Context: an optimization exercise on an open-source flow, tuned for small area. The choices shown serve that exercise and are no tape-out recipe. The RTL was checked by simulation tests, not by an equivalence proof against the original design. Power and IR drop assume default switching activity.

==> flow/design.v <==
`timescale 1ns / 1ps
module cpu(
    input clk,
    input reset,
    input  [46:0] instr,    
    output [9:0]  pc,
    output        dwe,      
    output [4:0]  dwaddr,
    output [31:0] dwdata
);
localparam LOAD = 4'd1, INCR = 4'd2, DECR = 4'd3, CHCKPOL = 4'd4, FINDSTRT = 4'd5,
           JMPF = 4'd6, JMP = 4'd7, CMPR = 4'd8, WRTRES = 4'd9;
wire [4:0] op_in = instr[46:42];
wire       op_ok = ~op_in[4] & ~(op_in[3] & (op_in[2] | op_in[1]));
reg  [3:0]  op1, op2;
reg  [36:0] p1, p2;
always @(posedge clk) begin
    op1 <= (op_ok & ~reset) ? op_in[3:0] : 4'd0;
    op2 <= reset ? 4'd0 : op1;
    p1  <= {instr[36:5], instr[43] ? instr[41:37] : instr[4:0]};
    p2  <= p1;
end
reg  [31:0] mem [0:31];
reg  [31:0] big;             
reg        we3, take3;
reg [4:0]  waddr3;
reg [31:0] data3;
wire [31:0] wd     = data3 & {32{~reset}};
wire        wd_big = (|data3[31:5]) & ~reset;
genvar w;
generate
    for (w = 0; w < 32; w = w + 1) begin : g_mem
        wire en = reset | (we3 & (waddr3 == w));
        always @(posedge clk)
            if (en) begin
                mem[w] <= wd;
                big[w] <= wd_big;
            end
    end
endgenerate
genvar b;
wire [4:0] ra1 = p2[36:32];
wire [4:0] ra2 = p2[26:22];
wire [4:0] ra3 = p2[16:12];
wire [31:0] s1, s2, s3;
genvar w2;
generate
    for (w2 = 0; w2 < 32; w2 = w2 + 1) begin : g_sel
        assign s1[w2] = (ra1 == w2);
        assign s2[w2] = (ra2 == w2);
        assign s3[w2] = (ra3 == w2);
    end
endgenerate
wire [31:0] col [0:32];
generate
    for (b = 0; b < 32; b = b + 1) begin : g_col
        for (w2 = 0; w2 < 32; w2 = w2 + 1) begin : g_w
            assign col[b][w2] = mem[w2][b];
        end
    end
    for (w2 = 0; w2 < 32; w2 = w2 + 1) begin : g_wbig
        assign col[32][w2] = big[w2];
    end
endgenerate
wire [31:0] A, B;
wire [4:0]  C;
wire        bigC;
generate
    for (b = 0; b < 32; b = b + 1) begin : g_rd
        rd_or32 u_a (.s(s1), .d(col[b]), .y(A[b]));
        rd_or32 u_b (.s(s2), .d(col[b]), .y(B[b]));
        if (b < 5) begin : g_c
            rd_or32 u_c (.s(s3), .d(col[b]), .y(C[b]));
        end
    end
endgenerate
rd_or32 u_bigc (.s(s3), .d(col[32]), .y(bigC));
wire bigB   = |B[31:5];
wire sel_ab, sel_ac;
bitsel32 u_selab (.a(A), .i(B[4:0]), .y(sel_ab));
bitsel32 u_selac (.a(A), .i(C),      .y(sel_ac));
wire bit_ab = ~bigB & sel_ab;
wire bit_ac = ~bigC & sel_ac;
wire is_inc  = (op2 == INCR);
wire is_dec  = (op2 == DECR);
wire is_wr   = (op2 == WRTRES);
wire [31:0] incdec;
incdec32 u_incdec (.a(A), .dec(is_dec), .y(incdec));
reg flag_f, flag_is_pol;
always @(posedge clk) begin
    if (reset) begin
        flag_f      <= 1'b0;
        flag_is_pol <= 1'b1;
    end else begin
        if (op2 == FINDSTRT) flag_f <= bit_ab;
        if (op2 == CMPR)     flag_f <= (A <= B);
        if (op2 == CHCKPOL && bit_ab != bit_ac) flag_is_pol <= 1'b0;
    end
end
always @(posedge clk) begin
    we3    <= ~reset & (op2 == LOAD || is_inc || is_dec || is_wr);
    take3  <= ~reset & (op2 == JMP || (op2 == JMPF && flag_f));
    waddr3 <= p2[36:32];
    data3  <= (is_inc | is_dec) ? incdec :
              is_wr             ? {31'd0, flag_is_pol} :
                                  p2[31:0];
end
reg [9:0] pc_r;
always @(posedge clk)
    if (reset)
        pc_r <= 10'd0;
    else if (take3)
        pc_r <= {data3[4:0], waddr3};
    else
        pc_r <= pc_r + 10'd1;
assign pc     = pc_r;
assign dwe    = we3;
assign dwaddr = waddr3;
assign dwdata = data3;
endmodule
module rd_or32(input [31:0] s, input [31:0] d, output y);
wire [10:0] g;
genvar i;
generate
    for (i = 0; i < 10; i = i + 1) begin : g_aoi
        rd_aoi222 u (.a0(s[3*i]), .b0(d[3*i]), .a1(s[3*i+1]), .b1(d[3*i+1]),
                     .a2(s[3*i+2]), .b2(d[3*i+2]), .y(g[i]));
    end
endgenerate
rd_aoi22 u_last (.a0(s[30]), .b0(d[30]), .a1(s[31]), .b1(d[31]), .y(g[10]));
wire h0, h1, h2;
rd_nand4 u_n0 (.a(g[0]), .b(g[1]), .c(g[2]), .d(g[3]), .y(h0));
rd_nand4 u_n1 (.a(g[4]), .b(g[5]), .c(g[6]), .d(g[7]), .y(h1));
rd_nand3 u_n2 (.a(g[8]), .b(g[9]), .c(g[10]), .y(h2));
assign y = h0 | h1 | h2;
endmodule
module rd_aoi222(input a0, b0, a1, b1, a2, b2, output y);
assign y = ~((a0 & b0) | (a1 & b1) | (a2 & b2));
endmodule
module rd_aoi22(input a0, b0, a1, b1, output y);
assign y = ~((a0 & b0) | (a1 & b1));
endmodule
module rd_nand4(input a, b, c, d, output y);
assign y = ~(a & b & c & d);
endmodule
module rd_nand3(input a, b, c, output y);
assign y = ~(a & b & c);
endmodule
module incdec32(input [31:0] a, input dec, output [31:0] y);
wire [31:0] x, nx;       
wire [32:0] k;           
wire [3:0]  all;         
wire [3:0]  cin;
genvar i;
generate
    for (i = 0; i < 32; i = i + 1) begin : g_x
        if (i % 2 == 0) begin : g_e
            g_xor2 u_x (.a(a[i]), .b(dec), .y(x[i]));
        end else begin : g_o
            g_xnor2 u_x (.a(a[i]), .b(dec), .y(nx[i]));
            assign x[i] = ~nx[i];
        end
    end
    for (i = 0; i < 4; i = i + 1) begin : g_blk
        wire n0, n1;
        g_nand4 u_n0 (.a(x[8*i]), .b(x[8*i+1]), .c(x[8*i+2]), .d(x[8*i+3]), .y(n0));
        g_nand4 u_n1 (.a(x[8*i+4]), .b(x[8*i+5]), .c(x[8*i+6]), .d(x[8*i+7]), .y(n1));
        g_nor2 u_all (.a(n0), .b(n1), .y(all[i]));
    end
endgenerate
assign cin[0] = 1'b1;
assign cin[1] = all[0];
assign cin[2] = all[0] & all[1];
assign cin[3] = all[0] & all[1] & all[2];
generate
    for (i = 0; i < 32; i = i + 1) begin : g_c
        if (i % 8 == 0) begin : g_start
            assign k[i] = cin[i/8];
        end
        if (i == 0) begin : g_0
            g_xnor2 u_c (.a(a[0]), .b(dec), .y(k[1]));
            assign y[0] = ~a[0];
        end else if (i % 2 == 0) begin : g_e
            g_nand2 u_c (.a(k[i]), .b(x[i]), .y(k[i+1]));
            g_xor2 u_y (.a(a[i]), .b(k[i]), .y(y[i]));
        end else begin : g_o
            if (i % 8 != 7) begin : g_n
                g_nor2 u_c (.a(k[i]), .b(nx[i]), .y(k[i+1]));
            end
            g_xnor2 u_y (.a(a[i]), .b(k[i]), .y(y[i]));
        end
    end
endgenerate
endmodule
module bitsel32(input [31:0] a, input [4:0] i, output y);
wire [7:0] l1;
wire [1:0] l2;
genvar j;
generate
    for (j = 0; j < 8; j = j + 1) begin : g_l1
        g_mux4 u (.d(a[4*j+3:4*j]), .s(i[1:0]), .y(l1[j]));
    end
    for (j = 0; j < 2; j = j + 1) begin : g_l2
        g_mux4 u (.d(l1[4*j+3:4*j]), .s(i[3:2]), .y(l2[j]));
    end
endgenerate
assign y = i[4] ? l2[1] : l2[0];
endmodule
module g_mux4(input [3:0] d, input [1:0] s, output y);
assign y = d[s];
endmodule
module g_xor2(input a, b, output y);
assign y = a ^ b;
endmodule
module g_xnor2(input a, b, output y);
assign y = ~(a ^ b);
endmodule
module g_nand2(input a, b, output y);
assign y = ~(a & b);
endmodule
module g_nor2(input a, b, output y);
assign y = ~(a | b);
endmodule
module g_nand4(input a, b, c, d, output y);
assign y = ~(a & b & c & d);
endmodule
export LEC_CHECK = 0
export CAP_MARGIN = 20
export CORE_MARGIN = 2
export CORE_UTILIZATION = 60
export SLEW_MARGIN = 20
export SYNTH_HIERARCHICAL = 1
create_clock -name core_clock -period 8.0 [get_ports {clk}]
standard.sh (not shown) runs the stock make flow with config.mk's settings and CLKGATE_MAP_FILE= SYNTH_SCRIPT=/design/flow/synth_recipe.tcl, a recipe that flattens the netlist after the stock synthesis.
==> flow/flow/run.sh <==
#!/bin/bash
# Standard ORFS layout (the standard.sh), with these changes:
#  - CTS with larger sink clusters, clkbuf_16 only, and no dummy loads
#  - port buffers of the smallest buffer cell
set -euo pipefail
CTS_ARGS="-sink_clustering_enable -repair_clock_nets -dont_use_dummy_load -sink_clustering_size 24 -sink_clustering_max_diameter 80 -buf_list sky130_fd_sc_hd__clkbuf_16"
bash standard.sh "CTS_ARGS=$CTS_ARGS" \
  "BUFFER_PORTS_ARGS=-buffer_cell sky130_fd_sc_hd__buf_1" \
  finish > make_finish.log 2>&1
Change:
--- a/flow/design.v
+++ b/flow/design.v
@@ -22,18 +22,21 @@
 end
 reg  [31:0] mem [0:31];
 reg  [31:0] big;             
 reg        we3, take3;
 reg [4:0]  waddr3;
 reg [31:0] data3;
-wire [31:0] wd     = data3 & {32{~reset}};
-wire        wd_big = (|data3[31:5]) & ~reset;
+reg         rst_d;
+always @(posedge clk)
+    rst_d <= reset;
+wire [31:0] wd     = data3;
+wire        wd_big = |data3[31:5];
 genvar w;
 generate
     for (w = 0; w < 32; w = w + 1) begin : g_mem
-        wire en = reset | (we3 & (waddr3 == w));
+        wire en = rst_d | (we3 & (waddr3 == w));
         always @(posedge clk)
             if (en) begin
                 mem[w] <= wd;
                 big[w] <= wd_big;
             end
     end
@@ -94,19 +97,22 @@
     end else begin
         if (op2 == FINDSTRT) flag_f <= bit_ab;
         if (op2 == CMPR)     flag_f <= (A <= B);
         if (op2 == CHCKPOL && bit_ab != bit_ac) flag_is_pol <= 1'b0;
     end
 end
+wire d3_id   = (is_inc | is_dec) & ~reset;
+wire d3_zero = is_wr | reset;
+wire d3_pol  = is_wr & flag_is_pol & ~reset;
 always @(posedge clk) begin
     we3    <= ~reset & (op2 == LOAD || is_inc || is_dec || is_wr);
     take3  <= ~reset & (op2 == JMP || (op2 == JMPF && flag_f));
     waddr3 <= p2[36:32];
-    data3  <= (is_inc | is_dec) ? incdec :
-              is_wr             ? {31'd0, flag_is_pol} :
-                                  p2[31:0];
+    data3  <= d3_id   ? incdec :
+              d3_zero ? {31'd0, d3_pol} :
+                        p2[31:0];
 end
 reg [9:0] pc_r;
 always @(posedge clk)
     if (reset)
         pc_r <= 10'd0;
     else if (take3)
@@ -116,38 +122,41 @@
 assign pc     = pc_r;
 assign dwe    = we3;
 assign dwaddr = waddr3;
 assign dwdata = data3;
 endmodule
 module rd_or32(input [31:0] s, input [31:0] d, output y);
-wire [10:0] g;
+wire [9:0] g;
 genvar i;
 generate
     for (i = 0; i < 10; i = i + 1) begin : g_aoi
         rd_aoi222 u (.a0(s[3*i]), .b0(d[3*i]), .a1(s[3*i+1]), .b1(d[3*i+1]),
                      .a2(s[3*i+2]), .b2(d[3*i+2]), .y(g[i]));
     end
 endgenerate
-rd_aoi22 u_last (.a0(s[30]), .b0(d[30]), .a1(s[31]), .b1(d[31]), .y(g[10]));
-wire h0, h1, h2;
+wire h0, h1, h2, h;
 rd_nand4 u_n0 (.a(g[0]), .b(g[1]), .c(g[2]), .d(g[3]), .y(h0));
 rd_nand4 u_n1 (.a(g[4]), .b(g[5]), .c(g[6]), .d(g[7]), .y(h1));
-rd_nand3 u_n2 (.a(g[8]), .b(g[9]), .c(g[10]), .y(h2));
-assign y = h0 | h1 | h2;
+rd_nand2 u_n2 (.a(g[8]), .b(g[9]), .y(h2));
+rd_or3 u_or (.a(h0), .b(h1), .c(h2), .y(h));
+rd_ao221 u_last (.a0(s[30]), .b0(d[30]), .a1(s[31]), .b1(d[31]), .c(h), .y(y));
 endmodule
 module rd_aoi222(input a0, b0, a1, b1, a2, b2, output y);
 assign y = ~((a0 & b0) | (a1 & b1) | (a2 & b2));
 endmodule
-module rd_aoi22(input a0, b0, a1, b1, output y);
-assign y = ~((a0 & b0) | (a1 & b1));
+module rd_ao221(input a0, b0, a1, b1, c, output y);
+assign y = (a0 & b0) | (a1 & b1) | c;
+endmodule
+module rd_or3(input a, b, c, output y);
+assign y = a | b | c;
+endmodule
+module rd_nand2(input a, b, output y);
+assign y = ~(a & b);
 endmodule
 module rd_nand4(input a, b, c, d, output y);
 assign y = ~(a & b & c & d);
-endmodule
-module rd_nand3(input a, b, c, output y);
-assign y = ~(a & b & c);
 endmodule
 module incdec32(input [31:0] a, input dec, output [31:0] y);
 wire [31:0] x, nx;       
 wire [32:0] k;           
 wire [3:0]  all;         
 wire [3:0]  cin;
What happened: Count of clock-buffer cells in the layout went down by 1; power went up by 0.88%; fmax went down by 4.6%; worst setup slack loses 0.26 ns; wire length went down by 1.8%; non-clock buffer count went up by 13; sequential power hardly moves; final cell count went down by 0.38%; via count went down by 0.76%; synthesized area went down by 0.92%; hold slack loses 0.0045 ns; design area went down by 1.1%; global-route usage went down by 0.59 points; first-iteration DRC count went up by 7.5%.

[separate check: timing with driven ports]
In the flow no input, the clock included, has a driving cell. The finished layouts below were timed again as built, in two steps. Step 1 sets driving cells, clkbuf_16 on the clock port and buf_2 on the other inputs (assumed; they add their load-dependent delay and slew). Step 2 times the ports against the registers' clock, not the clock port: input delays grow and output delays shrink by t, the midpoint of the rising clock arrivals with the driver on. Slacks: ideal ports / drivers / drivers and shift; pairs: ideal ports / drivers.
run	t, ns	setup WS [ns]	clock arrival spread, ns	worst register clock-pin slew, ns	worst slew at a driven data input, ns
the first run	0.717	2.593 / 2.593 / 2.593	0.085 / 0.085	0.10 / 0.10	0.04
the second run	0.747	2.332 / 2.332 / 2.332	0.080 / 0.080	0.10 / 0.10	0.04
After both steps every run listed still meets setup and hold.
